Source: an optimization exercise on an open RTL-to-GDS flow (aim: small area). Production flows keep margins and buffers that such runs may drop. The RTL was checked by simulation tests, not by an equivalence proof against the original design. In every run shown here, the design's own scripts or RTL, not TritonCTS, make the clock network. The clock input has no modelled driver; a real chip could not lean on it and would need a root buffer or a full tree. Power is estimated from default activity; no workload was simulated.

<file path="config.mk">
export PLATFORM = sky130hd
export DESIGN_NAME = Top
export DESIGN_NICKNAME = Top
export VERILOG_FILES = /design/flow/design.v
export SDC_FILE = /design/flow/constraint.sdc
export NUM_CORES = 4
export LEC_CHECK = 0
export CAP_MARGIN = 20
export CORE_MARGIN = 2
export CORE_UTILIZATION = 40
export SLEW_MARGIN = 20
</file>
<file path="constraint.sdc">
create_clock -name core_clock -period 10.0 [get_ports {clk}]
set_input_delay 2.0000 -clock core_clock [delete_from_list [all_inputs] [get_ports {clk}]]
set_output_delay 2.0000 -clock core_clock [all_outputs]
set_load 0.01 [all_outputs]
</file>
<file path="design.v">
`timescale 1ns / 1ps
module Top(
    clk, rst_switch, play_switch, signal_out1, signal_out2, signal_out3, LED, LED_state, mode4_handout_count, LED_switch
);
    input clk, rst_switch, play_switch;
    output [4-1:0] signal_out1, signal_out2, signal_out3;
    output [4-1:0] LED;
    output [5-1:0] LED_state;
    output [3-1:0] mode4_handout_count;
    output LED_switch;
    assign LED_switch = play_switch;
    localparam [2:0] I_DS = 3'b100;
    reg [2:0] ds_q;
    wire [2:0] ds = ds_q ^ I_DS;
    wire rst = ds[2] & ~ds[1];
    wire [2:0] ds_n;
    assign ds_n[2] = rst_switch ? ((ds[1] & ~ds[0]) | (ds[2] & ds[0])) : (ds[2] & ds[1] & ~ds[0]);
    assign ds_n[1] = rst_switch & (ds[0] | (ds[1] & ~ds[2]));
    assign ds_n[0] = rst_switch & (ds[2] | ~ds[1]);
    always @(posedge clk)
        ds_q <= ds_n ^ I_DS;
    localparam [1:0] I_RND = 2'b10;
    localparam [2:0] I_Q5 = 3'b000;
    reg [1:0] rnd_q;
    reg [2:0] q5_q;
    wire [1:0] rnd = rnd_q ^ I_RND;
    wire [2:0] q5 = q5_q ^ I_Q5;
    always @(posedge clk) begin
        if (rst) begin
            rnd_q <= 2'd0 ^ I_RND;
            q5_q <= 3'b100 ^ I_Q5;
        end else begin
            rnd_q <= (rnd + 2'd1) ^ I_RND;
            q5_q <= {q5[1:0], ~(q5[1] & (q5[2] | ~q5[0]))} ^ I_Q5;
        end
    end
    wire tick = ~rnd[1] & rnd[0] & q5[1] & ~q5[0];
    reg [4:0] state;
    wire [1:0] mode = state[4:3];
    wire P2 = state[2], P1 = state[1], P0 = state[0];
    wire ph_wait = ~(P2 | P1 | P0);
    wire ph_open = P0 & ~P1;
    wire ph_close = P2;
    wire m2 = ~mode[1] & mode[0];
    wire m3 = mode[1] & ~mode[0];
    wire m4 = mode[1] & mode[0];
    localparam I_START = 1'b0;
    reg start_q;
    wire start = start_q ^ I_START;
    localparam [9:0] PSEED = 10'd65;
    localparam [9:0] PLAST = 10'd128;        
    localparam [9:0] I_PRE = 10'b1010101010;
    reg [9:0] pre_q;
    wire [9:0] pre = pre_q ^ I_PRE;
    localparam [3:0] I_CNT = 4'b0000;
    reg [3:0] cnt_q;    
    wire [3:0] cnt = cnt_q ^ I_CNT;
    localparam [2:0] I_HC = 3'b000;
    reg [2:0] hcnt_q;   
    wire [2:0] hcnt = hcnt_q ^ I_HC;
    wire swon = ~play_switch;
    wire wrap = (((pre ^ PLAST) & 10'b1101110111) == 10'd0);    
    wire s0 = (((pre ^ PSEED) & 10'b1110111110) == 10'd0);      
    wire done = P1 ? (cnt[1] & (m2 ? cnt[3] : cnt[2]))
                   : (cnt[1] & cnt[0] & (~m2 | P2 | (cnt[3] & cnt[2])));
    wire h_ne3 = ~(hcnt[1] & hcnt[0]);
    wire h_ne0 = hcnt[1] | hcnt[0];
    reg [2:0] np;
    always @(*) begin
        np[2] = P2 ? ~done
              : P1 ? (P0 & done & ~(m4 & ~hcnt[2]))
              : (P0 & done & m3 & h_ne3);
        np[1] = P1 ? (~(P0 & done) | (m4 & ~hcnt[2]))
              : (ph_open & done & ~(m3 & h_ne3));
        np[0] = P1 ? (P0 ^ done)
              : P2 ? (done & m3 & h_ne0)
              : P0 ? ~done
              : swon;
    end
    wire take = ph_wait & swon;
    wire run = start & ~done;
    wire step = run & ~wrap;
    always @(posedge clk) begin
        start_q <= (~rst & ~ph_wait & ~done) ^ I_START;
        pre_q <= (step ? {pre[8:0], pre[9] ^ pre[6]} : PSEED) ^ I_PRE;
        cnt_q <= (~run ? 4'd0 : wrap ? cnt + 4'd1 : cnt) ^ I_CNT;
    end
    wire hinc = done & ((P1 & ~P0 & m4) | (ph_open & m3));
    wire [2:0] hcnt_n = (ph_close & mode[0]) ? 3'd0
                      : hinc ? {hcnt[2] | (mode[0] & hcnt[1] & hcnt[0]), hcnt[1:0] + 2'd1}
                      : hcnt;
    always @(posedge clk) begin
        if (rst) begin
            state <= 5'd0;
            hcnt_q <= 3'd0 ^ I_HC;
        end else begin
            state[2:0] <= np;
            if (take)
                state[4:3] <= rnd;
            hcnt_q <= hcnt_n ^ I_HC;
        end
    end
    assign LED_state = state;
    assign mode4_handout_count = {hcnt[2], hcnt[1:0] & {2{mode[0]}}};
    assign LED = {~mode[1] & ~mode[0], m2, m3, m4};
    wire lid_over = (cnt[3] | cnt[2] | (cnt[1] & cnt[0] & ~s0));
    wire hand_over = (cnt[3] | (cnt[2] & cnt[1] & (cnt[0] | ~s0)));
    wire en_lid = start & ~P1 & ~lid_over;
    wire en_hand = start & P1 & ~hand_over;
    wire fwd = P0;
    localparam [6:0] I_DRV = 7'b0000000;     
    reg vl_q, vh_q, el_q, eh_q, d_q;
    reg [1:0] p_q;
    wire vl = vl_q ^ I_DRV[6], vh = vh_q ^ I_DRV[5], el = el_q ^ I_DRV[4], eh = eh_q ^ I_DRV[3];
    wire d = d_q ^ I_DRV[2];
    wire [1:0] p = p_q ^ I_DRV[1:0];
    always @(posedge clk) begin
        if (rst) begin
            vl_q <= I_DRV[6];
            vh_q <= I_DRV[5];
            el_q <= I_DRV[4];
            eh_q <= I_DRV[3];
        end else if (tick) begin
            vl_q <= el ^ I_DRV[6];
            vh_q <= eh ^ I_DRV[5];
            el_q <= en_lid ^ I_DRV[4];
            eh_q <= en_hand ^ I_DRV[3];
        end
    end
    wire cont = el ? vl : vh;
    always @(posedge clk) begin
        if (tick) begin
            p_q <= {cont & (p[1] ^ p[0] ^ ~d), cont & ~p[0]} ^ I_DRV[1:0];
            d_q <= fwd ^ I_DRV[2];
        end
    end
    wire [3:0] onehot = {p[1] & p[0], p[1] & ~p[0], ~p[1] & p[0], ~p[1] & ~p[0]};
    assign signal_out1 = onehot & {4{vl}};
    assign signal_out2 = onehot & {4{vh}};
    assign signal_out3 = signal_out1;
endmodule  
</file>
<file path="flow/run.sh">
#!/bin/bash
# Standard ORFS layout with three changes:
# - after the standard synthesis, the combinational logic is re-mapped for
#   area by yosys/abc (registers untouched: same cells and names); four abc
#   runs with different seeds, and the smallest netlist that yosys proves
#   equal to the standard netlist is used (else the standard netlist);
# - the port buffers are the smallest buffer (buf_1);
# - the clock tree is two clkbuf_8 fed from the clock port (cts_hook.tcl).
# Each tool's output goes to its own log file in this folder.
set -euo pipefail
HERE=$(pwd)
RES=$HERE/orfs/results/$FLOW_PLATFORM/Top/base
YOSYS=yosys
[ -x "$FLOW_HOME/../tools/install/yosys/bin/yosys" ] && YOSYS=$FLOW_HOME/../tools/install/yosys/bin/yosys
LIB=$FLOW_HOME/platforms/$FLOW_PLATFORM/lib/sky130_fd_sc_hd__tt_025C_1v80.lib

bash standard.sh synth > synth.log 2>&1

resynth_one() {
  local d=resynth/s$1
  mkdir -p $d
  cp $RES/1_2_yosys.v $d/in.v
  cp $LIB $d/lib.lib
  cp flow/resynth.ys flow/equiv.ys $d/
  printf 'strash\n&get -n\n&st\n&deepsyn -T 60 -S %s\n&put\nstrash\n&get -n\n&dch\n&nf -R 1000\n&put\n' $1 > $d/abc.script
  if (cd $d && $YOSYS -s resynth.ys > resynth.log 2>&1 && $YOSYS -s equiv.ys > equiv.log 2>&1) \
     && ! grep -q '^ *assign .*[&|^~]' $d/out.v; then
    grep 'Chip area for top' $d/resynth_stat.txt | awk '{print $NF}' > $d/area.txt
  fi
  rm -f $d/lib.lib
}
mkdir -p resynth
for s in 1 2 3 4; do resynth_one $s & done
wait
best=""; barea=""
for s in 1 2 3 4; do
  f=resynth/s$s/area.txt
  [ -s $f ] || continue
  a=$(cat $f)
  if [ -z "$barea" ] || awk -v a=$a -v b=$barea 'BEGIN{exit !(a<b)}'; then best=$s; barea=$a; fi
done
if [ -n "$best" ]; then
  cp resynth/s$best/out.v $RES/1_2_yosys.v
  touch $RES/1_2_yosys.v
  echo "resynth: used seed $best, area $barea" > resynth/status.txt
else
  echo "resynth: failed, standard netlist kept" > resynth/status.txt
fi

bash standard.sh BUFFER_PORTS_ARGS="-buffer_cell sky130_fd_sc_hd__buf_1" \
  PRE_CTS_TCL=$HERE/flow/cts_hook.tcl finish > standard.log 2>&1
</file>
<file path="flow/cts_hook.tcl">
# Clock tree of K buffers fed straight from the clock port: the clock sinks are
# split into K groups by position (k-means) and each group gets one buffer at
# its centroid.
proc my_simple_cts { clk_net_name buf_cell k } {
  set block [ord::get_db_block]
  set net [$block findNet $clk_net_name]
  set pts {}
  foreach it [$net getITerms] {
    if { [$it isInputSignal] || [$it getIoType] == "INPUT" } {
      set i [$it getInst]
      set bb [$i getBBox]
      lappend pts [list [expr {([$bb xMin]+[$bb xMax])/2.0}] [expr {([$bb yMin]+[$bb yMax])/2.0}] [$i getName] [[$it getMTerm] getName]]
    }
  }
  set n [llength $pts]
  if { $k > $n } { set k $n }
  # initial centres: sinks sorted by x+y, evenly spaced
  set sorted [lsort -real -index 0 $pts]
  set cs {}
  for {set j 0} {$j < $k} {incr j} {
    set p [lindex $sorted [expr {int(($j + 0.5) * $n / $k)}]]
    lappend cs [list [lindex $p 0] [lindex $p 1]]
  }
  for {set iter 0} {$iter < 50} {incr iter} {
    set asg {}
    foreach p $pts {
      set best 0; set bd 1e30
      for {set j 0} {$j < $k} {incr j} {
        set c [lindex $cs $j]
        set d [expr {abs([lindex $p 0]-[lindex $c 0]) + abs([lindex $p 1]-[lindex $c 1])}]
        if { $d < $bd } { set bd $d; set best $j }
      }
      lappend asg $best
    }
    set ncs {}
    for {set j 0} {$j < $k} {incr j} {
      set sx 0; set sy 0; set m 0
      foreach p $pts a $asg { if { $a == $j } { set sx [expr {$sx + [lindex $p 0]}]; set sy [expr {$sy + [lindex $p 1]}]; incr m } }
      if { $m > 0 } { lappend ncs [list [expr {$sx/$m}] [expr {$sy/$m}]] } else { lappend ncs [lindex $cs $j] }
    }
    set cs $ncs
  }
  set dbu [$block getDbUnitsPerMicron]
  for {set j 0} {$j < $k} {incr j} {
    set pins {}
    foreach p $pts a $asg { if { $a == $j } { lappend pins [get_pins "[lindex $p 2]/[lindex $p 3]"] } }
    if { [llength $pins] == 0 } { continue }
    set c [lindex $cs $j]
    insert_buffer -buffer_cell $buf_cell -net $clk_net_name -load_pins $pins \
      -location [list [expr {[lindex $c 0]/$dbu}] [expr {[lindex $c 1]/$dbu}]] \
      -buffer_name clkbuf_leaf_$j -net_name clknet_leaf_$j
    puts "clock buffer $j: [llength $pins] sinks"
  }
}

# Used in place of TritonCTS: the design has few registers, so two clkbuf_8
# fed from the clock port, each driving the registers near it, meet the
# clock slew limit with less area than an H-tree with dummy loads.
rename clock_tree_synthesis __tritoncts_clock_tree_synthesis
proc clock_tree_synthesis { args } {
  my_simple_cts clk sky130_fd_sc_hd__clkbuf_8 2
  # upsize a buffer whose registers would see a slow clock edge
  estimate_parasitics -placement
  foreach j {0 1} {
    set inst [get_cells -quiet clkbuf_leaf_$j]
    if { [llength $inst] == 0 } { continue }
    set maxs 0
    foreach pin [get_pins -of_objects [get_nets clknet_leaf_$j]] {
      foreach rf {rise fall} {
        set s [get_property $pin slew_max_$rf]
        if { $s > $maxs } { set maxs $s }
      }
    }
    set ps [expr {$maxs < 1e-6 ? $maxs * 1e12 : $maxs * 1e3}]
    puts "clock buffer $j: estimated slew [format %.1f $ps] ps"
    if { $ps > 118 } {
      replace_cell $inst sky130_fd_sc_hd__clkbuf_16
      puts "clock buffer $j: upsized to clkbuf_16"
    }
  }
}
</file>
<file path="flow/equiv.ys">
# Prove the re-mapped netlist equal to the standard synthesis netlist.
read_liberty -ignore_miss_func lib.lib
read_verilog in.v
rename Top gold
read_verilog out.v
rename Top gate
flatten gold gate
hierarchy -check
opt_clean
equiv_make gold gate equiv
hierarchy -top equiv
equiv_simple -undef
equiv_induct -undef
equiv_status -assert
</file>
<file path="flow/resynth.ys">
# Re-map the combinational logic of the standard synthesis netlist for area.
# Registers are kept as they are (same cells, same instance names); every
# other cell is dissolved into its liberty function and re-mapped by abc.
read_liberty -ignore_miss_func lib.lib
read_verilog in.v
hierarchy -top Top
setattr -mod -set keep_hierarchy 1 sky130_fd_sc_hd__dfxtp_1 sky130_fd_sc_hd__edfxtp_1 sky130_fd_sc_hd__dfrtp_1 sky130_fd_sc_hd__dfstp_1 sky130_fd_sc_hd__dfbbp_1
flatten
rename -hide w:*.*
opt -purge
abc -liberty lib.lib -dont_use *lpflow* -dont_use *probe* -script abc.script
opt_clean -purge
tee -o resynth_stat.txt stat -liberty lib.lib
select Top
write_verilog -noattr -selected out.v
</file>
<file path="standard.sh">
#!/bin/bash
# synth_recipe.tcl (not shown) runs the flow's synth.tcl, then flattens the netlist and writes it again
# the make line also repeats each setting of config.mk as NAME=value (left out here)
make -C /OpenROAD-flow-scripts/flow DESIGN_CONFIG=/design/flow/config.mk WORK_HOME=/design/flow/orfs CLKGATE_MAP_FILE= SYNTH_SCRIPT=/design/flow/synth_recipe.tcl "${@:-finish}"
</file>
==> run summary, run 1 <==
- Status: complete, no violations
- Avg WL per Cell: 11.7 um
- Post-Route Setup TNS: 0 ps
- Net Count, Synth: 157
- Number of DRC markers in iteration 0: 51
- Worst-Margin Slew: 663 ps
- Final #Nets: 188
- Buf/Inv on CP: 2
- Design area: 1630 um^2
- Yosys warns: 1
- Final Skew: 7.58 ps
- Crit path DAT: 2250 ps
- Sw power: 138 uW
- Hold Crit Class: reg2reg
- Clock Latency Late Sink: 160 ps
- Reg2reg path depth: 10
- P_int: 260 uW
- Footprint of the multi-input gates: 632 um^2
- Dpl cells: 227
- Die W: 64.2 um
- Leak pwr: 0.000624 uW
- Syn_area_per_cell: 9.40 um^2
- Dpl cell area: 1610 um^2
- Rel. slew slack: 55.4%
- Hpwl dp: 2020 um
- Sw Share: 34.7%
- Remaining antenna violation count after routing: 0
- CTS Hold Bufs: 0
- Vias: 1185
- Inserted Diodes: 0
- CP endpoint: LED_switch
- Placeable Area: 3420 um^2
- Kind of cell adding the most delay to the critical path: buffers and inverters
- Ratio of cells with drive above 1 in the final layout: 1.09%
- P&R area growth vs syn: 12.9%
- Most frequent CP cell: buf_1
- Initial core utilization: 42.4%
- # rows: 21
- Fin. max-slew vios: 0
- GRT Total Usage: 12.5%
- Final GP Congestion: 0.794
- Largest stage delay, worst path: 150 ps
- Mapped Cells: 154
- Initial antenna violation count: 0
- Final setup viols: 0
- WHS: 384 ps
- Area of the die: 4120 um^2
- Non-Filler Instances: 229
- Post-CTS resize count: 0
- Filler cells: 334
- RSZ-0062 raised after global routing: no
- First-pass GRT wire length: 4440 um
- Period utilization: 42.5%
- Gate power share: 27.4%
- Worst R2R Start: state[4]
- Worst-path clk slew: 100 ps
- I/O Buffers: 27
- Max VDD drop: 0.103 mV
- Max Cap Viol: 0
- Reg2reg end: state[2]
- DRT Pass-1 Iters: 4
- Largest net degree at the start of global routing: 20
- Fmax: 235 MHz
- Storage cell area: 801 um^2
- DRC Markers: 0
- DRT Wirelength: 2680 um
- DR vias/cell: 5.17
- CP max FO: 2
- CP required: 8000 ps
- Vias in the first global route: 1034
- Crit-path slowest cell: buf_1
- Final Hold Viols: 0
- Cell area after synthesis: 1450 um^2
- Crit path cell chain: buf_1 -> buf_1
- CP startpoint: play_switch
- R2R Setup Slk: 7770 ps
- CP startpoint kind: input port
- Critical path depth: 2
- Power density over cell area: 243 nW/um^2
- Postcts setup bufs: 0
- Worst setup EP type: output port
- Die Y: 64.2 um
- Tmin final: 4250 ps
- Sequential share of power: 58.8%
- IO Pins: 28
- Gr ovfl total: 0
- Final Util: 47.8%
- Critical path type: in2out
- Clock group share of total power: 13.8%
==> power by group through the flow <==
stage,clock network [uW],registers [uW],logic (uW)
global placement,0,236,108
finish,54.8,234,109
global route,60.8,241,124
floorplan,0,230,80.8
detailed placement,0,237,109
CTS,41.4,238,110
==> cell usage in the layout (no fill, tap or decap), drive strengths merged, types with 2 or more instances in the layout <==
cell	n
a21oi	11
a22o	2
a32o	2
and2	4
and3	3
and3b	4
buf	27
clkbuf	2
clkinv	4
dfxtp	34
edfxtp	4
nand2	16
nand2b	2
nor2	26
nor2b	3
nor3	4
nor3b	2
o21a	2
o21ai	6
o21bai	2
o22ai	3
or3	2
xnor2	4
==> per-stage QoR <==
stage	setup slack, ps	total power (uW)
floorplan	6000	310
global placement	5760	344
detailed placement	5750	347
CTS	5750	390
global route	5720	426
finish	5750	398
==> sequential cells by signal (all words and copies together), names as in the netlist, named ones only <==
register,cells
start_q,1
vh_q,1
p_q,2
vl_q,1
q5_q,3
hcnt_q,3
rnd_q,2
el_q,1
eh_q,1
cnt_q,4
ds_q,2
d_q,1
state,5
pre_q,10
==> how the worst min path moves through the flow <==
stage / slack (ps) / startpoint / depth (start not counted) / endpoint
2_1_floorplan: 350 / pre_q[8] / 1 / pre_q[9]
3_3_place_gp: 360 / pre_q[8] / 1 / pre_q[9]
3_5_place_dp: 360 / pre_q[8] / 1 / pre_q[9]
4_1_cts: 360 / pre_q[8] / 1 / pre_q[9]
5_1_grt: 410 / pre_q[4] / 1 / pre_q[5]
6_report: 380 / pre_q[8] / 1 / pre_q[9]
==> metal layers <==
layer	track usage (%)	up-vias	wire length, um
met4	1.33	0	33
met3	0.880	4	115
met1	18.5	553	1400
li1	-	602	-
met5	0	-	0
met2	20.6	26	1140
==> layout make-up, without the clock buffers <==
cell class	count	share of cell area, %
multi-input combinational	112	38.7
inverter	4	0.919
sequential	38	49.0
tap	46	3.52
timing repair buffer	27	6.20
==> run 2, diff against run 1 <==
--- a/flow/cts_hook.tcl
+++ b/flow/cts_hook.tcl
@@ -60,22 +60,28 @@
 proc clock_tree_synthesis { args } {
   my_simple_cts clk sky130_fd_sc_hd__clkbuf_8 2
   # upsize a buffer whose registers would see a slow clock edge
+  set_propagated_clock [all_clocks]
   estimate_parasitics -placement
-  foreach j {0 1} {
-    set inst [get_cells -quiet clkbuf_leaf_$j]
-    if { [llength $inst] == 0 } { continue }
-    set maxs 0
-    foreach pin [get_pins -of_objects [get_nets clknet_leaf_$j]] {
-      foreach rf {rise fall} {
-        set s [get_property $pin slew_max_$rf]
-        if { $s > $maxs } { set maxs $s }
+  set block [ord::get_db_block]
+  foreach it [[$block findNet clk] getITerms] {
+    set inst [$it getInst]
+    foreach ot [$inst getITerms] {
+      if { ![$ot isOutputSignal] } { continue }
+      set onet [$ot getNet]
+      if { $onet == "NULL" } { continue }
+      set maxs 0
+      foreach pin [get_pins -of_objects [get_nets [$onet getName]]] {
+        foreach rf {rise fall} {
+          set s [get_property $pin slew_max_$rf]
+          if { $s > $maxs } { set maxs $s }
+        }
       }
-    }
-    set ps [expr {$maxs < 1e-6 ? $maxs * 1e12 : $maxs * 1e3}]
-    puts "clock buffer $j: estimated slew [format %.1f $ps] ps"
-    if { $ps > 118 } {
-      replace_cell $inst sky130_fd_sc_hd__clkbuf_16
-      puts "clock buffer $j: upsized to clkbuf_16"
+      set ps [expr {$maxs < 1e-6 ? $maxs * 1e12 : $maxs * 1e3}]
+      puts "clock buffer [$inst getName]: estimated slew [format %.1f $ps] ps"
+      if { $ps > 118 } {
+        replace_cell [get_cells [$inst getName]] sky130_fd_sc_hd__clkbuf_16
+        puts "clock buffer [$inst getName]: upsized to clkbuf_16"
+      }
     }
   }
 }
==> run 2 against run 1 <==
- still clean
- wire length stayed put
- sequential share of layout area stayed put
- hold slack did not move
- global-route usage is the same
- core utilization did not move
- area after synthesis unchanged
- clock power about the same
- power unchanged
- die area stayed put
- largest cell class unchanged
==> run summary, run 2 <==
- Final Skew: 7.58 ps
- DRT Wirelength: 2680 um
- Max reg flops: 10
- Most frequent CP cell: buf_1
- Remaining antenna violation count after routing: 0
- Worst-Margin Slew: 663 ps
- Gr ovfl total: 0
- Crit path DAT: 2250 ps
- Largest stage delay, worst path: 150 ps
- DRC Markers: 0
- CP max FO: 2
- Critical path type: in2out
- Post-CTS resize count: 0
- Crit path cell chain: buf_1 -> buf_1
- Largest net degree at the start of global routing: 20
- Footprint of the multi-input gates: 632 um^2
- Final #Nets: 188
- Fmax: 235 MHz
- # rows: 21
- Max VDD drop: 0.103 mV
- Initial antenna violation count: 0
- Filler cells: 334
- Fin. max-slew vios: 0
- Most common cell after layout, fill and taps aside: dfxtp_1
- CP required: 8000 ps
- Post-Route Setup TNS: 0 ps
- CP startpoint kind: input port
- Status: complete, no violations
- Area of the die: 4120 um^2
- Final setup viols: 0
- Final GP Congestion: 0.794
- Die W: 64.2 um
- DR vias/cell: 5.17
- Most frequent cells in the layout: 34 x dfxtp_1, 27 x buf_1, 26 x nor2_1
- R2R Setup Slk: 7770 ps
- Max Cap Viol: 0
- Number of DRC markers in iteration 0: 51
- Tmin final: 4250 ps
- First-pass GRT wire length: 4440 um
- Biggest regs: pre_q: 10 flops, state: 5 flops, cnt_q: 4 flops
- Hpwl dp: 2020 um
- Final Hold Viols: 0
- Postcts setup bufs: 0
- IO Pins: 28
- Worst setup EP type: output port
- Storage cell area: 801 um^2
- Die Y: 64.2 um
- Yosys warns: 1
- Placeable Area: 3420 um^2
- DRT Pass-1 Iters: 4
- Buf/Inv on CP: 2
- Initial core utilization: 42.4%
- CTS Hold Bufs: 0
- Leak pwr: 0.000624 uW
- Crit-path slowest cell: buf_1
- P&R area growth vs syn: 12.9%
- Kind of cell adding the most delay to the critical path: buffers and inverters
- Vias: 1185
- Power density over cell area: 243 nW/um^2
- Period utilization: 42.5%
- Vias in the first global route: 1034
- Syn_area_per_cell: 9.40 um^2
- Most flops, register: pre_q
- Ratio of cells with drive above 1 in the final layout: 1.09%
- Avg WL per Cell: 11.7 um
- I/O Buffers: 27
- Inserted Diodes: 0
- Cell area after synthesis: 1450 um^2
- WHS: 384 ps
- Hold Crit Class: reg2reg
- Mapped Cells: 154
- Net Count, Synth: 157
- Worst-path clk slew: 100 ps
- GRT Total Usage: 12.5%
- Rel. slew slack: 55.4%
- RSZ-0062 raised after global routing: no
- Clock Latency Late Sink: 160 ps
==> run 2: power by group <==
part           internal, uW  total [uW]  switching (uW)
combinational          46.1         109            63.0
sequential              195         234            38.8
clock                  18.7        54.8            36.2
==> run 2: per-stage QoR <==
| stage | util (%) | area, um^2 | instances | setup WS, ps | power (uW) |
|---|---|---|---|---|---|
| after floorplan | - | 1450 | 154 | 6000 | 310 |
| after global placement | 47.0 | 1610 | 227 | 5760 | 344 |
| after detailed placement | 47.0 | 1610 | 227 | 5750 | 347 |
| after CTS | 47.8 | 1630 | 229 | 5750 | 401 |
| after global routing | 47.8 | 1630 | 229 | 5720 | 426 |
| final | 47.8 | 1630 | 229 | 5750 | 398 |
==> run 2: worst paths after layout <==
path | from | end | cells past startpoint
worst max-delay path | play_switch | LED_switch | 2
worst min register to register | pre_q[8] | pre_q[9] | 1
worst min-delay path | pre_q[8] | pre_q[9] | 1
worst max register to register | state[4] | state[2] | 10
==> run 2: metal layers <==
metal  up-vias  GRT usage, %  wire length, um
li1        602             -                -
met1       553          18.5             1400
met2        26          20.6             1140
met3         4         0.880              115
met4         0          1.33               33
met5         -             0                0
==> run 2: area by class of cell, without the clock buffers <==
cell class | instances | share of cell area (%)
inverters | 4 | 0.919
multi-input cells | 112 | 38.7
flip-flops and latches | 38 | 49.0
well taps | 46 | 3.52
repair buffers | 27 | 6.20
==> run 2: worst register-to-register path: cells and delay by family, from the launching register on <==
family	cells	cell delay, ps
and+or+nand+nor	4	850
AOI/OAI and AO/OA	5	770
DFF	1	440
buffers and inverters	1	100
==> run 3, diff against run 2 <==
--- a/design.v
+++ b/design.v
@@ -44,11 +44,9 @@
     wire m2 = ~mode[1] & mode[0];
     wire m3 = mode[1] & ~mode[0];
     wire m4 = mode[1] & mode[0];
-    localparam I_START = 1'b0;
-    reg start_q;
-    wire start = start_q ^ I_START;
-    localparam [9:0] PSEED = 10'd65;
-    localparam [9:0] PLAST = 10'd128;        
+    localparam [9:0] PZERO = 10'd2;
+    localparam [9:0] PSEED = 10'd4;
+    localparam [9:0] PLAST = 10'd520;        
     localparam [9:0] I_PRE = 10'b1010101010;
     reg [9:0] pre_q;
     wire [9:0] pre = pre_q ^ I_PRE;
@@ -59,8 +57,9 @@
     reg [2:0] hcnt_q;   
     wire [2:0] hcnt = hcnt_q ^ I_HC;
     wire swon = ~play_switch;
-    wire wrap = (((pre ^ PLAST) & 10'b1101110111) == 10'd0);    
-    wire s0 = (((pre ^ PSEED) & 10'b1110111110) == 10'd0);      
+    wire wrap = (((pre ^ PLAST) & 10'b0111110111) == 10'd0);    
+    wire s0 = (((pre ^ PSEED) & 10'b0111111011) == 10'd0);      
+    wire t0 = (((pre ^ PZERO) & 10'b1011111101) == 10'd0);      
     wire done = P1 ? (cnt[1] & (m2 ? cnt[3] : cnt[2]))
                    : (cnt[1] & cnt[0] & (~m2 | P2 | (cnt[3] & cnt[2])));
     wire h_ne3 = ~(hcnt[1] & hcnt[0]);
@@ -78,12 +77,10 @@
               : swon;
     end
     wire take = ph_wait & swon;
-    wire run = start & ~done;
-    wire step = run & ~wrap;
+    wire clear = ph_wait | done;
     always @(posedge clk) begin
-        start_q <= (~rst & ~ph_wait & ~done) ^ I_START;
-        pre_q <= (step ? {pre[8:0], pre[9] ^ pre[6]} : PSEED) ^ I_PRE;
-        cnt_q <= (~run ? 4'd0 : wrap ? cnt + 4'd1 : cnt) ^ I_CNT;
+        pre_q <= (clear ? PZERO : wrap ? PSEED : {pre[8:0], pre[9] ^ pre[2]}) ^ I_PRE;
+        cnt_q <= (clear ? 4'd0 : wrap ? cnt + 4'd1 : cnt) ^ I_CNT;
     end
     wire hinc = done & ((P1 & ~P0 & m4) | (ph_open & m3));
     wire [2:0] hcnt_n = (ph_close & mode[0]) ? 3'd0
@@ -105,8 +102,8 @@
     assign LED = {~mode[1] & ~mode[0], m2, m3, m4};
     wire lid_over = (cnt[3] | cnt[2] | (cnt[1] & cnt[0] & ~s0));
     wire hand_over = (cnt[3] | (cnt[2] & cnt[1] & (cnt[0] | ~s0)));
-    wire en_lid = start & ~P1 & ~lid_over;
-    wire en_hand = start & P1 & ~hand_over;
+    wire en_lid = ~t0 & ~P1 & ~lid_over;
+    wire en_hand = ~t0 & P1 & ~hand_over;
     wire fwd = P0;
     localparam [6:0] I_DRV = 7'b0000000;     
     reg vl_q, vh_q, el_q, eh_q, d_q;
==> run 3 against run 2 <==
- still clean
- sequential cell count down 1
- sequential share of layout area down 0.82 points
- setup slack gained 5.5 ps
- final area fell by 0.84%
- wire length grew 4.6%
- core utilization hardly changed
- synthesized cell count is 2.6% higher
- via count up 0.42%
- sequential power shrank 3%
- critical path depth did not move
- first-iteration DRC count increased by 45%
- die area decreased by 0.90%
==> run summary, run 3 <==
- Status: complete, no violations
- Met2 routed WL: 1290 um
- DRT Pass-1 Iters: 4
- Initial antenna violation count: 0
- Worst-Margin Slew: 696 ps
- CP max FO: 2
- Die W: 63.9 um
- Syn_area_per_cell: 9.08 um^2
- Remaining antenna violation count after routing: 0
- Net Count, Synth: 161
- Sequential share of power: 57.3%
- DR vias/cell: 5.11
- Initial core utilization: 42.3%
- Inserted Diodes: 0
- P_int: 251 uW
- GRT Total Usage: 13.8%
- Final Hold Viols: 0
- Met1 wire length: 1350 um
- Vias in the first global route: 1075
- # rows: 21
- Gr ovfl total: 0
- Crit path cell chain: buf_1 -> buf_1
- CP required: 8000 ps
- Worst setup EP type: output port
- Storage cell area: 781 um^2
- Yosys warns: 1
- Biggest regs: pre_q: 10 flops, state: 5 flops, cnt_q: 4 flops
- WHS: 389 ps
- First-pass GRT wire length: 4780 um
- I/O Buffers: 27
- Most frequent cells in the layout: 33 x dfxtp_1, 27 x nor2_1, 27 x buf_1
- Fmax: 236 MHz
- Critical path type: in2out
- Dpl cell area: 1590 um^2
- Placeable Area: 3390 um^2
- Clock Latency Late Sink: 160 ps
- Avg WL per Cell: 12.0 um
- Met3 wire len: 137 um
- Sw Share: 36.4%
- Rel. slew slack: 53.2%
- Post-Route Setup TNS: 0 ps
- Worst-path clk slew: 100 ps
- P&R area growth vs syn: 13.0%
- Most common cell after layout, fill and taps aside: dfxtp_1
- Footprint of the multi-input gates: 642 um^2
- Die Y: 63.9 um
- CP startpoint kind: input port
- Power density over cell area: 243 nW/um^2
- Post-CTS resize count: 0
- Final Skew: 3.63 ps
- Clock group share of total power: 13.3%
- Filler cells: 337
- Largest stage delay, worst path: 150 ps
- Fin. max-slew vios: 0
- Hold Crit Class: reg2reg
- Hpwl dp: 2140 um
- Number of DRC markers in iteration 0: 74
- Postcts setup bufs: 0
- CTS Hold Bufs: 0
- Buf/Inv on CP: 2
- Kind of cell adding the most delay to the critical path: buffers and inverters
- Cell area after synthesis: 1430 um^2
- Tmin final: 4240 ps
- Top sig layer: met4
- IO Pins: 28
- Crit-path slowest cell: buf_1
- Most frequent CP cell: buf_1
- Mapped Cells: 158
- Final setup viols: 0
- Most flops, register: pre_q
- Final #Nets: 192
- Vias: 1190
- Area of the die: 4080 um^2
- Period utilization: 42.4%
- Crit path DAT: 2240 ps
- R2R Setup Slk: 7850 ps
- Final GP Congestion: 0.795
- Gate power share: 29.4%
- DRT Wirelength: 2810 um
- DRC Markers: 0
- Max Cap Viol: 0
- Ratio of cells with drive above 1 in the final layout: 1.07%
- RSZ-0062 raised after global routing: no
- Sw power: 143 uW
- Max VDD drop: 0.159 mV
- Leak pwr: 0.000583 uW
- Power Total: 394 uW
- Max reg flops: 10
- Design area: 1620 um^2
- Largest net degree at the start of global routing: 20
run 3: routing by layer:
metal / global-route usage [%] / vias to the layer above
li1: - / 608
met4: 1.09 / 0
met5: 0 / -
met2: 24.1 / 28
met1: 19.3 / 552
met3: 1.23 / 2
run 3: final cells by class, without the clock buffers:
type	instances	area share, %
Timing Repair Buffer	27	6.25
Tap cell	46	3.55
Inverter	3	0.695
Multi-Input combinational cell	118	39.6
Sequential cell	37	48.2
run 3: metrics by stage:
| stage | setup slack, ps | util (%) | std cells |
|---|---|---|---|
| 2_1_floorplan | 6000 | - | 158 |
| 3_3_place_gp | 5760 | 47.0 | 231 |
| 3_5_place_dp | 5750 | 47.0 | 231 |
| 4_1_cts | 5750 | 47.8 | 233 |
| 5_1_grt | 5740 | 47.8 | 233 |
| 6_report | 5760 | 47.8 | 233 |
run 3: final timing paths:
check	startpoint	end	depth (start not counted)
hold / removal	pre_q[8]	pre_q[9]	1
setup / recovery	play_switch	LED_switch	2
hold reg to reg	pre_q[8]	pre_q[9]	1
setup reg to reg	state[3]	cnt_q[3]	8
run 3: power groups by stage:
stage               Combinational (uW)  Clock, uW  Sequential, uW
floorplan                         84.9          0             221
global placement                   114          0             226
detailed placement                 117          0             228
CTS                                117       54.3             225
global route                       133       60.1             233
finish                             116       52.5             226
==> run 4, diff against run 3 <==
--- a/design.v
+++ b/design.v
@@ -47,7 +47,7 @@
     localparam [9:0] PZERO = 10'd2;
     localparam [9:0] PSEED = 10'd4;
     localparam [9:0] PLAST = 10'd520;        
-    localparam [9:0] I_PRE = 10'b1010101010;
+    localparam [9:0] I_PRE = 10'b0010101010;
     reg [9:0] pre_q;
     wire [9:0] pre = pre_q ^ I_PRE;
     localparam [3:0] I_CNT = 4'b0000;
==> run 4 against run 3 <==
- still clean
- power rose by 1.2%
- wire length fell by 2.1%
- global-route usage is 0.31 points higher
- clock skew rose by 2.8 ps
- final cell count decreased by 2.1%
- largest cell class unchanged
==> run summary, run 4 <==
- Remaining antenna violation count after routing: 0
- Storage cell area: 781 um^2
- DR vias/cell: 5.05
- DRT Wirelength: 2750 um
- Worst R2R Start: pre_q[0]
- Period utilization: 42.7%
- Net Count, Synth: 156
- Final Skew: 6.48 ps
- Sink of the worst hold path: pre_q[7]
- Final Util: 47.5%
- Rel. slew slack: 42.3%
- DRC Markers: 0
- Post-CTS resize count: 0
- Most frequent cells in the layout: 33 x dfxtp_1, 27 x buf_1, 26 x nor2_1
- Final #Nets: 187
- Hpwl dp: 2100 um
- Fin. max-slew vios: 0
- Power density over cell area: 248 nW/um^2
- Hold Crit Class: reg2reg
- P&R area growth vs syn: 13.1%
- Vias in the first global route: 1109
- CP max FO: 3
- Buf/Inv on CP: 2
- Hold Path Origin: pre_q[6]
- CP required: 8000 ps
- Clock Latency Late Sink: 170 ps
- Max reg flops: 10
- Gr ovfl total: 0
- Tmin final: 4270 ps
- Filler cells: 357
- # rows: 21
- Postcts setup bufs: 0
- Critical path type: in2out
- Crit path DAT: 2270 ps
- Cell area after synthesis: 1420 um^2
- CP startpoint kind: input port
- Max Cap Viol: 0
- Number of DRC markers in iteration 0: 26
- R2R Setup Slk: 7600 ps
- Most flops, register: pre_q
- First-pass GRT wire length: 4860 um
- Initial core utilization: 42.0%
- Initial antenna violation count: 0
- Footprint of the multi-input gates: 621 um^2
- Reg2reg end: cnt_q[2]
- Most common cell after layout, fill and taps aside: dfxtp_1
- Leak pwr: 0.000558 uW
- Largest stage delay, worst path: 160 ps
- Crit-path slowest cell: buf_1
- Final Hold Viols: 0
- Final WS setup: 5730 ps
- Fmax: 234 MHz
- Mapped Cells: 153
- Pre-CTS setup slack: 5720 ps
- Status: complete, no violations
- Kind of cell adding the most delay to the critical path: buffers and inverters
- I/O Buffers: 27
- Worst-path clk slew: 110 ps
- Yosys warns: 1
- Ratio of cells with drive above 1 in the final layout: 1.10%
- RSZ-0062 raised after global routing: no
- Post-Route Setup TNS: 0 ps
- IO Pins: 28
- Largest net degree at the start of global routing: 20
- Final setup viols: 0
- Die Y: 63.7 um
- Worst setup EP type: output port
- Crit path cell chain: buf_1 -> buf_1
- Avg WL per Cell: 12.1 um
- Vias: 1151
- Final GP Congestion: 0.734
- Reg2reg path depth: 7
- Hold path depth: 1
- GRT Total Usage: 14.1%
- CTS Hold Bufs: 0
- Placeable Area: 3390 um^2
- Syn_area_per_cell: 9.31 um^2
- Critical path depth: 2
- Most frequent CP cell: buf_1
- Worst-Margin Slew: 853 ps
- Inserted Diodes: 0
- Biggest regs: pre_q: 10 flops, state: 5 flops, cnt_q: 4 flops
- WHS: 396 ps
- DRT Pass-1 Iters: 2
- Area of the die: 4050 um^2
- Max VDD drop: 0.0959 mV
- Die W: 63.7 um
## run 4: cell types whose count changed in the layout (fill, tap and decap cells not counted), moves of 2 or more
cell / previous run / this run
nand2_1: 17 / 9
o21ai_0: 10 / 3
nor3_1: 2 / 8
a211oi_1: 1 / 4
clkinv_1: 3 / 6
nor2b_1: 5 / 2
o211ai_1: 0 / 3
o22ai_1: 1 / 4
nand3_1: 4 / 2
o21a_1: 0 / 2
o31ai_1: 3 / 1
## run 4: worst max path at each step
stage | startpoint | slack [ps] | end
2_1_floorplan | play_switch | 6000 | LED_switch
3_3_place_gp | play_switch | 5730 | LED_switch
3_5_place_dp | play_switch | 5720 | LED_switch
4_1_cts | play_switch | 5720 | LED_switch
5_1_grt | play_switch | 5690 | LED_switch
6_report | play_switch | 5730 | LED_switch
## run 4: per-stage QoR
stage | instances | cell area, um^2 | power (uW)
after global placement | 226 | 1580 | 344
after CTS | 228 | 1610 | 402
after global routing | 228 | 1610 | 431
after floorplan | 153 | 1420 | 310
final | 228 | 1610 | 399
after detailed placement | 226 | 1580 | 348
## run 4: metal layers
| metal | routed length, um | up-vias | track usage [%] |
|---|---|---|---|
| li1 | - | 607 | - |
| met1 | 1410 | 516 | 20.3 |
| met2 | 1210 | 26 | 24.3 |
| met3 | 113 | 2 | 1.07 |
| met4 | 14 | 0 | 0.815 |
| met5 | 0 | - | 0 |
## run 4: cell type report, without the clock buffers
cell class,count,area share (%)
Inverter,6,1.40
Multi-Input combinational cell,110,38.5
Sequential cell,37,48.5
Timing Repair Buffer,27,6.29
Tap cell,46,3.57
## run 4: power by group
| part | leakage (uW) | total, uW | internal (uW) | switching (uW) |
|---|---|---|---|---|
| logic | 0.000234 | 113 | 46.5 | 66.4 |
| clock network | 0.0000144 | 55.7 | 18.7 | 37.0 |
| registers | 0.000309 | 230 | 190 | 40.2 |
| total | 0.000558 | 399 | 255 | 144 |
==> run 5, diff against run 4 <==
--- a/flow/run.sh
+++ b/flow/run.sh
@@ -1,7 +1,7 @@
 #!/bin/bash
 # Standard ORFS layout with three changes:
 # - after the standard synthesis, the combinational logic is re-mapped for
-#   area by yosys/abc (registers untouched: same cells and names); four abc
+#   area by yosys/abc (registers untouched: same cells and names); eight abc
 #   runs with different seeds, and the smallest netlist that yosys proves
 #   equal to the standard netlist is used (else the standard netlist);
 # - the port buffers are the smallest buffer (buf_1);
@@ -22,7 +22,7 @@
   cp $RES/1_2_yosys.v $d/in.v
   cp $LIB $d/lib.lib
   cp flow/resynth.ys flow/equiv.ys $d/
-  printf 'strash\n&get -n\n&st\n&deepsyn -T 60 -S %s\n&put\nstrash\n&get -n\n&dch\n&nf -R 1000\n&put\n' $1 > $d/abc.script
+  printf 'strash\n&get -n\n&st\n&deepsyn -T 30 -S %s\n&put\nstrash\n&get -n\n&dch\n&nf -R 1000 -p -F 10 -A 10 -C 32\n&put\n' $1 > $d/abc.script
   if (cd $d && $YOSYS -s resynth.ys > resynth.log 2>&1 && $YOSYS -s equiv.ys > equiv.log 2>&1) \
      && ! grep -q '^ *assign .*[&|^~]' $d/out.v; then
     grep 'Chip area for top' $d/resynth_stat.txt | awk '{print $NF}' > $d/area.txt
@@ -32,8 +32,10 @@
 mkdir -p resynth
 for s in 1 2 3 4; do resynth_one $s & done
 wait
+for s in 5 6 7 8; do resynth_one $s & done
+wait
 best=""; barea=""
-for s in 1 2 3 4; do
+for s in 1 2 3 4 5 6 7 8; do
   f=resynth/s$s/area.txt
   [ -s $f ] || continue
   a=$(cat $f)
==> run 5 against run 4 <==
- register-to-register slack gained 30 ps
- wire length decreased by 4.1%
- sequential share of layout area is 0.15 points higher
- via count increased by 3.2%
- clock power is 5.9% lower
- setup slack better by 27 ps
- still clean on timing, DRC and antenna
- maximum frequency grew 0.63%
- sequential cell count is the same
==> run summary, run 5 <==
- Inserted Diodes: 0
- Most flops, register: pre_q
- Most common cell after layout, fill and taps aside: dfxtp_1
- Status: complete, no violations
- First-pass GRT wire length: 4630 um
- CP max FO: 2
- I/O Buffers: 27
- Syn_area_per_cell: 9.04 um^2
- Post-CTS resize count: 0
- # rows: 21
- Cell area after synthesis: 1420 um^2
- WHS: 408 ps
- Clock Latency Late Sink: 160 ps
- Vias: 1188
- Fmax: 235 MHz
- Mapped Cells: 157
- Design area: 1610 um^2
- Worst-path clk slew: 100 ps
- Power density over cell area: 263 nW/um^2
- GRT Total Usage: 13.3%
- Initial core utilization: 42.2%
- Final setup viols: 0
- Die W: 63.6 um
- Largest net degree at the start of global routing: 20
- Worst R2R Start: state[3]
- Max VDD drop: 0.124 mV
- Kind of cell adding the most delay to the critical path: buffers and inverters
- Ratio of cells with drive above 1 in the final layout: 1.08%
- Placeable Area: 3360 um^2
- Most frequent cells in the layout: 33 x dfxtp_1, 27 x buf_1, 26 x nor2_1
- Hold Crit Class: reg2reg
- Postcts setup bufs: 0
- Post-Route Setup TNS: 0 ps
- Crit path DAT: 2250 ps
- RSZ-0062 raised after global routing: no
- Power Total: 422 uW
- CP startpoint kind: input port
- Biggest regs: pre_q: 10 flops, state: 5 flops, cnt_q: 4 flops
- Dpl cell area: 1580 um^2
- Vias in the first global route: 1086
- Most frequent CP cell: buf_1
- DRC Markers: 0
- Hold path depth: 1
- CP startpoint: play_switch
- Worst setup EP type: output port
- DRT Wirelength: 2640 um
- Crit-path slowest cell: buf_1
- Final GP Congestion: 0.783
- Gr ovfl total: 0
- Number of DRC markers in iteration 0: 48
- Hold Path Origin: pre_q[4]
- Final #Nets: 191
- Period utilization: 42.5%
- Rel. slew slack: 53.8%
- Critical path type: in2out
- Final Skew: 2.33 ps
- Initial antenna violation count: 0
- Final Hold Viols: 0
- Area of the die: 4040 um^2
- Max reg flops: 10
- Die Y: 63.6 um
- DRT Pass-1 Iters: 4
- Critical path depth: 2
- DR vias/cell: 5.12
- Fin. max-slew vios: 0
- CP required: 8000 ps
- Max Cap Viol: 0
- Avg WL per Cell: 11.4 um
- P&R area growth vs syn: 13.1%
- Yosys warns: 1
- Reg2reg path depth: 9
- Largest stage delay, worst path: 150 ps
- Remaining antenna violation count after routing: 0
- Buf/Inv on CP: 2
- Crit path cell chain: buf_1 -> buf_1
- Net Count, Synth: 160
- IO Pins: 28
- Leak pwr: 0.000560 uW
- Worst-Margin Slew: 686 ps
- CTS Hold Bufs: 0
- Hpwl dp: 2080 um
- Tmin final: 4250 ps
-- run 5: cell type report, without the clock buffers --
| type | instances | area, um^2 |
|---|---|---|
| fillers | 379 | 1760 |
| inverters | 4 | 15.0 |
| multi-input cells | 116 | 623 |
| flip-flops and latches | 37 | 781 |
| well taps | 46 | 57.6 |
| repair buffers | 27 | 101 |
-- run 5: routing by layer --
| metal | part of all wire, % | track usage (%) | vias up |
|---|---|---|---|
| li1 | - | - | 611 |
| met1 | 49 | 18.5 | 550 |
| met2 | 46 | 23.7 | 25 |
| met3 | 3.9 | 1.07 | 2 |
| met4 | 0.68 | 0.815 | 0 |
| met5 | 0 | 0 | - |
-- run 5: final timing paths --
path	end	slack (ps)
setup / recovery	LED_switch	5750
hold / removal	pre_q[5]	410
setup reg to reg	cnt_q[2]	7630
hold reg to reg	pre_q[5]	410
-- run 5: per-stage QoR --
| stage | cells | util (%) | setup slack, ps |
|---|---|---|---|
| final | 232 | 47.7 | 5750 |
| after global routing | 232 | 47.7 | 5730 |
| after CTS | 232 | 47.7 | 5740 |
| after detailed placement | 230 | 46.9 | 5750 |
| after global placement | 230 | 46.9 | 5760 |
| after floorplan | 157 | - | 6000 |
-- run 5: power by group --
part	switching, uW	internal [uW]
sequential	44.5	193
combinational	80.6	51.6
clock	33.8	18.6
==> run 6, diff against run 5 <==
--- a/design.v
+++ b/design.v
@@ -14,7 +14,7 @@
     wire [2:0] ds = ds_q ^ I_DS;
     wire rst = ds[2] & ~ds[1];
     wire [2:0] ds_n;
-    assign ds_n[2] = rst_switch ? ((ds[1] & ~ds[0]) | (ds[2] & ds[0])) : (ds[2] & ds[1] & ~ds[0]);
+    assign ds_n[2] = (rst_switch & ds[1] & ~ds[0]) | (rst_switch & ds[2] & ds[0]) | (~rst_switch & ds[2] & ds[1] & ~ds[0]);
     assign ds_n[1] = rst_switch & (ds[0] | (ds[1] & ~ds[2]));
     assign ds_n[0] = rst_switch & (ds[2] | ~ds[1]);
     always @(posedge clk)
==> run 6 against run 5 <==
- still clean
- synthesized cell count grew 24%
- first-iteration DRC count fell by 2.1%
- maximum frequency is 1.4% lower
- largest cell class is now multi-input gates
==> run summary, run 6 <==
- Avg WL per Cell: 12.2 um
- Most frequent CP cell: buf_1
- Post-Route Setup TNS: 0 ps
- Buf/Inv on CP: 2
- Period utilization: 43.1%
- DRT Pass-1 Iters: 4
- Sw Share: 37.2%
- Die Y: 71.7 um
- Primary FF master, synth: dfxtp_1
- Clock Latency Late Sink: 160 ps
- Max reg flops: 10
- Crit path DAT: 2310 ps
- Vias in the first global route: 1187
- Gr ovfl total: 0
- Post-CTS resize count: 0
- Post-synthesis register bit count: 37
- Most flops, register: pre_q
- Worst-Margin Slew: 516 ps
- Initial core utilization: 41.8%
- CP startpoint kind: input port
- Inserted Diodes: 0
- WHS: 434 ps
- P_int: 315 uW
- Max Cap Viol: 0
- CP max FO: 3
- Final setup viols: 0
- Tmin final: 4310 ps
- Critical path type: in2out
- Number of DRC markers in iteration 0: 47
- Gate power share: 36.7%
- Postcts setup bufs: 0
- GRT Total Usage: 12.1%
- Largest stage delay, worst path: 170 ps
- Area contributors post-synth: dfxtp_1 37%, ha_1 6.1%, buf_4 4.9%
- Sw power: 187 uW
- Met3 wire len: 120 um
- Kind of cell adding the most delay to the critical path: buffers and inverters
- DRC Markers: 0
- Status: complete, no violations
- Area leader, netlist: dfxtp_1
- Synth top cells by count: 34 x dfxtp_1, 19 x nor2_1, 17 x nand2_1, 14 x inv_1
- First-pass GRT wire length: 5310 um
- Worst-path clk slew: 80 ps
- Initial antenna violation count: 0
- Die W: 71.7 um
- Yosys cell types: 48
- Vias: 1258
- Met2 routed WL: 1440 um
- Max VDD drop: 0.140 mV
- Worst setup EP type: output port
- Area of the die: 5140 um^2
- Power density over cell area: 260 nW/um^2
- Fin. max-slew vios: 0
- Met1 wire length: 1560 um
- Final GP Congestion: 0.801
- CP required: 8000 ps
- # rows: 24
- CTS Hold Bufs: 0
- Ratio of cells with drive above 1 in the final layout: 9.13%
- Mapped Cells: 194
- Syn_area_per_cell: 9.45 um^2
- Most common cell after layout, fill and taps aside: dfxtp_1
- Crit-path slowest cell: buf_1
- Seq/Total Area, Yosys: 42.0%
- Yosys warns: 1
- Leak pwr: 0.000770 uW
- Clock group share of total power: 12.5%
- I/O Buffers: 27
- Remaining antenna violation count after routing: 0
- Final Skew: 14.5 ps
- Fmax: 232 MHz
- Final Hold Viols: 0
- RSZ-0062 raised after global routing: no
- Async SR Flop Fraction: 0%
- P&R area growth vs syn: 5.32%
- Hold Crit Class: reg2reg
- Final #Nets: 222
- DRT Wirelength: 3160 um
- Most frequent cells in the layout: 34 x dfxtp_1, 27 x buf_1, 19 x nor2_1
- Net Count, Synth: 206
- Number of flops mapped to enable cells by yosys: 3
- DR vias/cell: 4.84
- Crit path cell chain: buf_1 -> buf_1
- Synth top area share: 37.1%
- IO Pins: 28
- Filler cells: 451
- Top sig layer: met4
- Hpwl dp: 2360 um
- Top-count cell post-synth: dfxtp_1
- Sequential share of power: 50.8%
- Biggest regs: pre_q: 10 flops, state: 5 flops, cnt_q: 4 flops
- Rel. slew slack: 65.2%
- Cell area after synthesis: 1830 um^2
- Placeable Area: 4380 um^2
- Largest net degree at the start of global routing: 21
## run 6: cell type report, without the clock buffers
type	count	area [um^2]	area share [%]
Tap cell	52	65.1	3.37
Timing Repair Buffer	28	109	5.63
Inverter	14	52.6	2.72
Multi-Input combinational cell	127	896	46.4
Sequential cell	37	771	39.9
## run 6: stage by stage
stage                     util (%)  cells  instance area, um^2  worst slack [ps]  power (uW)
after global routing          44.1    260                 1930              5670         546
after CTS                     44.1    260                 1930              5680         510
after detailed placement      43.2    258                 1890              5690         445
after floorplan                  -    194                 1830              5880         409
final                         44.1    260                 1930              5690         503
after global placement        43.2    258                 1890              5720         443
## run 6: logic make-up after synthesis
family | after synthesis | share of synthesized area, %
multiplexers | 6 | 3.96
adder cells (fa/ha/maj) | 9 | 6.14
buffers and inverters | 30 | 9.14
AO/OA/AOI/OAI | 34 | 14.0
XOR/XNOR | 5 | 2.39
AND/OR/NAND/NOR | 73 | 22.4
flip-flops | 37 | 42.0
## run 6: final timing paths
| path | from | slack, ps | cells after the start | to |
|---|---|---|---|---|
| min | pre_q[2] | 430 | 1 | pre_q[3] |
| max reg2reg | state[4] | 8160 | 7 | state[0] |
| max | play_switch | 5690 | 2 | LED_switch |
| min reg2reg | pre_q[2] | 430 | 1 | pre_q[3] |
## run 6: power by group through the flow
stage	Combinational [uW]	Sequential [uW]	Clock (uW)
after floorplan	168	241	0
after global placement	185	258	0
after detailed placement	186	259	0
after CTS	188	256	66.6
after global routing	211	264	70.9
final	184	255	63.0
## run 6: layer usage
layer	vias up	track usage, %
li1	677	-
met5	-	0
met1	556	17.2
met4	0	1.47
met2	23	20.9
met3	2	0.844
==> run 7, diff against run 6 <==
--- a/flow/run.sh
+++ b/flow/run.sh
@@ -2,8 +2,8 @@
 # Standard ORFS layout with three changes:
 # - after the standard synthesis, the combinational logic is re-mapped for
 #   area by yosys/abc (registers untouched: same cells and names); eight abc
-#   runs with different seeds, and the smallest netlist that yosys proves
-#   equal to the standard netlist is used (else the standard netlist);
+#   runs with different seeds, and the smallest netlist that abc's cec
+#   proves equal to the standard netlist (registers cut into ports) is used (else the standard netlist);
 # - the port buffers are the smallest buffer (buf_1);
 # - the clock tree is two clkbuf_8 fed from the clock port (cts_hook.tcl).
 # Each tool's output goes to its own log file in this folder.
@@ -11,7 +11,9 @@
 HERE=$(pwd)
 RES=$HERE/orfs/results/$FLOW_PLATFORM/Top/base
 YOSYS=yosys
+ABC=yosys-abc
 [ -x "$FLOW_HOME/../tools/install/yosys/bin/yosys" ] && YOSYS=$FLOW_HOME/../tools/install/yosys/bin/yosys
+[ -x "$FLOW_HOME/../tools/install/yosys/bin/yosys-abc" ] && ABC=$FLOW_HOME/../tools/install/yosys/bin/yosys-abc
 LIB=$FLOW_HOME/platforms/$FLOW_PLATFORM/lib/sky130_fd_sc_hd__tt_025C_1v80.lib
 
 bash standard.sh synth > synth.log 2>&1
@@ -21,9 +23,9 @@
   mkdir -p $d
   cp $RES/1_2_yosys.v $d/in.v
   cp $LIB $d/lib.lib
-  cp flow/resynth.ys flow/equiv.ys $d/
+  cp flow/resynth.ys flow/equiv.sh flow/aig.ys flow/cut_ffs.py $d/
   printf 'strash\n&get -n\n&st\n&deepsyn -T 30 -S %s\n&put\nstrash\n&get -n\n&dch\n&nf -R 1000 -p -F 10 -A 10 -C 32\n&put\n' $1 > $d/abc.script
-  if (cd $d && $YOSYS -s resynth.ys > resynth.log 2>&1 && $YOSYS -s equiv.ys > equiv.log 2>&1) \
+  if (cd $d && $YOSYS -s resynth.ys > resynth.log 2>&1 && bash equiv.sh $YOSYS $ABC > equiv.log 2>&1) \
      && ! grep -q '^ *assign .*[&|^~]' $d/out.v; then
     grep 'Chip area for top' $d/resynth_stat.txt | awk '{print $NF}' > $d/area.txt
   fi
==> flow/aig.ys (new file) <==
# One cut netlist (registers turned into ports) as an AIG, for abc's cec.
read_liberty -ignore_miss_func lib.lib
read_verilog cut.v
hierarchy -top cut
flatten
opt_clean
techmap
opt -fast
aigmap
write_aiger -zinit cut.aig
==> flow/cut_ffs.py (new file) <==
#!/usr/bin/env python3
"""Cut every register of a gate netlist (as yosys writes it) into ports:
its Q net becomes driven by a new input and its D/DE nets drive new outputs.
usage: cut_ffs.py IN.v OUT.v MODULE_NAME
Two netlists with the same register instances then have the same ports, and
their combinational logic can be compared by a SAT miter."""
import re, sys
src, dst, name = sys.argv[1], sys.argv[2], sys.argv[3]
txt = open(src).read()
inst_re = re.compile(r'\n(\s*)(sky130_fd_sc_hd__(?:e?dfxtp|dfrtp|dfstp|dfbbp|sdf\w*)_\d+)\s+(\\\S+\s|\S+)\s*\((.*?)\);', re.S)
ffs = []
def repl(m):
    cell, inst, body = m.group(2), m.group(3).strip(), m.group(4)
    pins = dict((p, n.strip()) for p, n in re.findall(r'\.(\w+)\(((?:[^()]|\([^()]*\))*)\)', body))
    ffs.append((inst, cell, pins))
    return '\n'
txt = inst_re.sub(repl, txt)
ffs.sort()
ports, decls = [], []
for i, (inst, cell, pins) in enumerate(ffs):
    for p, n in sorted(pins.items()):
        if p == 'CLK' or n == '':
            continue
        pn = 'ff%d_%s' % (i, p)
        ports.append(pn)
        if p in ('Q', 'Q_N'):
            decls.append('  input %s;\n  assign %s = %s ;\n' % (pn, n, pn))
        else:
            decls.append('  output %s;\n  assign %s = %s ;\n' % (pn, pn, n))
m = re.search(r'module\s+(\w+)\s*\((.*?)\);', txt, re.S)
txt = txt[:m.start()] + 'module %s(%s, %s);\n' % (name, m.group(2), ', '.join(ports)) + txt[m.end():]
e = txt.rindex('endmodule')
txt = txt[:e] + ''.join(decls) + txt[e:]
open(dst, 'w').write(txt)
print('%d registers cut' % len(ffs))
==> flow/equiv.sh (new file) <==
#!/bin/bash
# Prove the re-mapped netlist out.v equal to the standard netlist in.v:
# both keep the same registers, so cutting every register into ports leaves
# two combinational circuits with the same ports, which abc's cec compares.
# usage (in the resynth folder): equiv.sh YOSYS ABC
set -euo pipefail
YOSYS=$1; ABC=$2
mkdir -p gold gate
python3 cut_ffs.py in.v gold/cut.v cut > gold/cut.log
python3 cut_ffs.py out.v gate/cut.v cut > gate/cut.log
cmp -s gold/cut.log gate/cut.log
# identical port lists, in the same order
[ "$(grep -m1 '^module cut' gold/cut.v)" = "$(grep -m1 '^module cut' gate/cut.v)" ]
for x in gold gate; do cp lib.lib aig.ys $x/; (cd $x && $YOSYS -s aig.ys > aig.log 2>&1); rm -f $x/lib.lib; done
$ABC -c "cec gold/cut.aig gate/cut.aig" > cec.log 2>&1
grep -q 'Networks are equivalent' cec.log
removed: flow/equiv.ys
==> run 7 against run 6 <==
- sequential power about the same
- clock power decreased by 2%
- final cell count decreased by 12%
- power decreased by 8.0%
- core utilization increased by 4.0 points
- hold slack got worse by 44 ps
- wire length decreased by 13%
- register-to-register slack got worse by 600 ps
- sequential cell count unchanged
- via count decreased by 5.5%
- critical endpoint unchanged
==> run summary, run 7 <==
- Gate power share: 31.9%
- Power density over cell area: 286 nW/um^2
- RSZ-0062 raised after global routing: no
- Placeable Area: 3360 um^2
- Sequential share of power: 54.7%
- Non-Filler Instances: 230
- Crit-path slowest cell: buf_1
- Hold Path Origin: pre_q[6]
- Tmin final: 4300 ps
- Number of DRC markers in iteration 0: 39
- Final WS setup: 5700 ps
- Hold Crit Class: reg2reg
- DR vias/cell: 5.17
- CP max FO: 3
- Max reg flops: 10
- Period utilization: 43.0%
- Ratio of cells with drive above 1 in the final layout: 1.09%
- Status: complete, no violations
- Final Util: 48.1%
- Die W: 63.6 um
- GRT Total Usage: 13.9%
- Buf/Inv on CP: 2
- Max Cap Viol: 0
- Rel. slew slack: 59.2%
- # rows: 21
- Fmax: 233 MHz
- Crit path cell chain: buf_1 -> buf_1
- Post-Route Setup TNS: 0 ps
- Net Count, Synth: 158
- Remaining antenna violation count after routing: 0
- Hold path depth: 1
- CP startpoint kind: input port
- Vias in the first global route: 1127
- Worst R2R Start: state[3]
- Final Hold Viols: 0
- Sw Share: 37.2%
- Area of the die: 4040 um^2
- Syn_area_per_cell: 9.16 um^2
- Clock Latency Late Sink: 150 ps
- Design area: 1620 um^2
- DRC Markers: 0
- Inserted Diodes: 0
- IO Pins: 28
- Gr ovfl total: 0
- Worst setup EP type: output port
- P_int: 290 uW
- Avg WL per Cell: 12.0 um
- Largest stage delay, worst path: 170 ps
- Critical path depth: 2
- Worst-Margin Slew: 607 ps
- Reg2reg path depth: 7
- Dpl cells: 228
- Post-CTS resize count: 0
- R2R Setup Slk: 7560 ps
- Most frequent cells in the layout: 34 x dfxtp_1, 27 x buf_1, 22 x nor2_1
- Postcts setup bufs: 0
- Critical path type: in2out
- Mapped Cells: 155
- CTS Hold Bufs: 0
- Pre-CTS setup slack: 5700 ps
- Leak pwr: 0.000591 uW
- I/O Buffers: 27
- Final GP Congestion: 0.819
- Crit path DAT: 2300 ps
- Reg2reg end: pre_q[0]
- Sink of the worst hold path: pre_q[7]
- First-pass GRT wire length: 4800 um
- Initial core utilization: 42.2%
- Die Y: 63.6 um
- Final Skew: 3.11 ps
- Dpl cell area: 1580 um^2
- DRT Wirelength: 2760 um
- Initial antenna violation count: 0
- Clock group share of total power: 13.4%
- DRT Pass-1 Iters: 4
- Most flops, register: pre_q
- Vias: 1189
- Max VDD drop: 0.131 mV
- CP required: 8000 ps
- Most frequent CP cell: buf_1
- Most common cell after layout, fill and taps aside: dfxtp_1
- Largest net degree at the start of global routing: 23
- Biggest regs: pre_q: 10 flops, state: 5 flops, cnt_q: 4 flops
- P&R area growth vs syn: 13.9%
- Kind of cell adding the most delay to the critical path: buffers and inverters
- Hpwl dp: 2080 um
- Fin. max-slew vios: 0
- Yosys warns: 1
- Sw power: 172 uW
- Cell area after synthesis: 1420 um^2
- Worst-path clk slew: 90 ps
- Final #Nets: 189
- Final setup viols: 0
## run 7: power by group through the flow
stage               sequential (uW)  combinational [uW]  clock (uW)
floorplan                       247                 107           0
finish                          253                 147        62.0
global route                    262                 169        69.9
CTS                             253                 149        65.1
detailed placement              256                 149           0
global placement                253                 144           0
## run 7: stage by stage
| step | hold slack, ps | total power [uW] |
|---|---|---|
| 2_1_floorplan | 358 | 354 |
| 3_3_place_gp | 365 | 397 |
| 3_5_place_dp | 372 | 405 |
| 4_1_cts | 395 | 467 |
| 5_1_grt | 414 | 501 |
| 6_report | 390 | 463 |
## run 7: routing by layer
layer	part of all wire (%)	wire, um	up-vias	GRT usage, %
li1	-	-	607	-
met1	50	1370	551	18.3
met2	45	1230	27	25.0
met3	4.4	122	4	0.893
met4	1.2	34	0	2.45
met5	0	0	-	0
## run 7: layout make-up, without the clock buffers
class	count	area [um^2]
sequential	37	771
tap	46	57.6
timing repair buffer	27	101
inverter	5	18.8
multi-input combinational	113	631
fill	360	1750
## run 7: worst max-delay path by stage
stage                            from          to  slack [ps]
after floorplan           play_switch  LED_switch        6000
after global placement    play_switch  LED_switch        5730
after detailed placement  play_switch  LED_switch        5700
after CTS                 play_switch  LED_switch        5700
after global routing      play_switch  LED_switch        5670
final                     play_switch  LED_switch        5700

re-timing with driven ports:
The results above use ideal ports. As a check the final layouts listed here were re-extracted and re-timed, cells and wires unchanged. Step 1, drivers: a clkbuf_16 drives clk and a buf_2 each remaining input, both assumed. Step 2 moves the port delays by t, midway between the first and last clock arrival at a register: inputs arrive t later, outputs are due t later. That takes back most of the time a late clock gives input paths. Slacks: ideal ports / drivers / drivers and shift; pairs: ideal ports / drivers.
| run | t (ns) | setup slack, ns | latest minus earliest clock arrival (ns) | worst data-port slew with drivers (ns) |
|---|---|---|---|---|
| run 1 | 0.195 | 5.753 / 5.718 / 5.718 | 0.008 / 0.008 | 0.04 |
| run 2 | 0.195 | 5.753 / 5.718 / 5.718 | 0.008 / 0.008 | 0.04 |
| run 3 | 0.191 | 5.759 / 5.735 / 5.735 | 0.005 / 0.005 | 0.03 |
| run 4 | 0.198 | 5.726 / 5.701 / 5.701 | 0.007 / 0.007 | 0.03 |
| run 5 | 0.190 | 5.752 / 5.730 / 5.730 | 0.003 / 0.003 | 0.03 |
| run 6 | 0.191 | 5.694 / 5.666 / 5.666 | 0.014 / 0.015 | 0.03 |
| run 7 | 0.184 | 5.700 / 5.678 / 5.678 | 0.003 / 0.004 | 0.03 |
After both steps setup and hold are still met in every run listed.
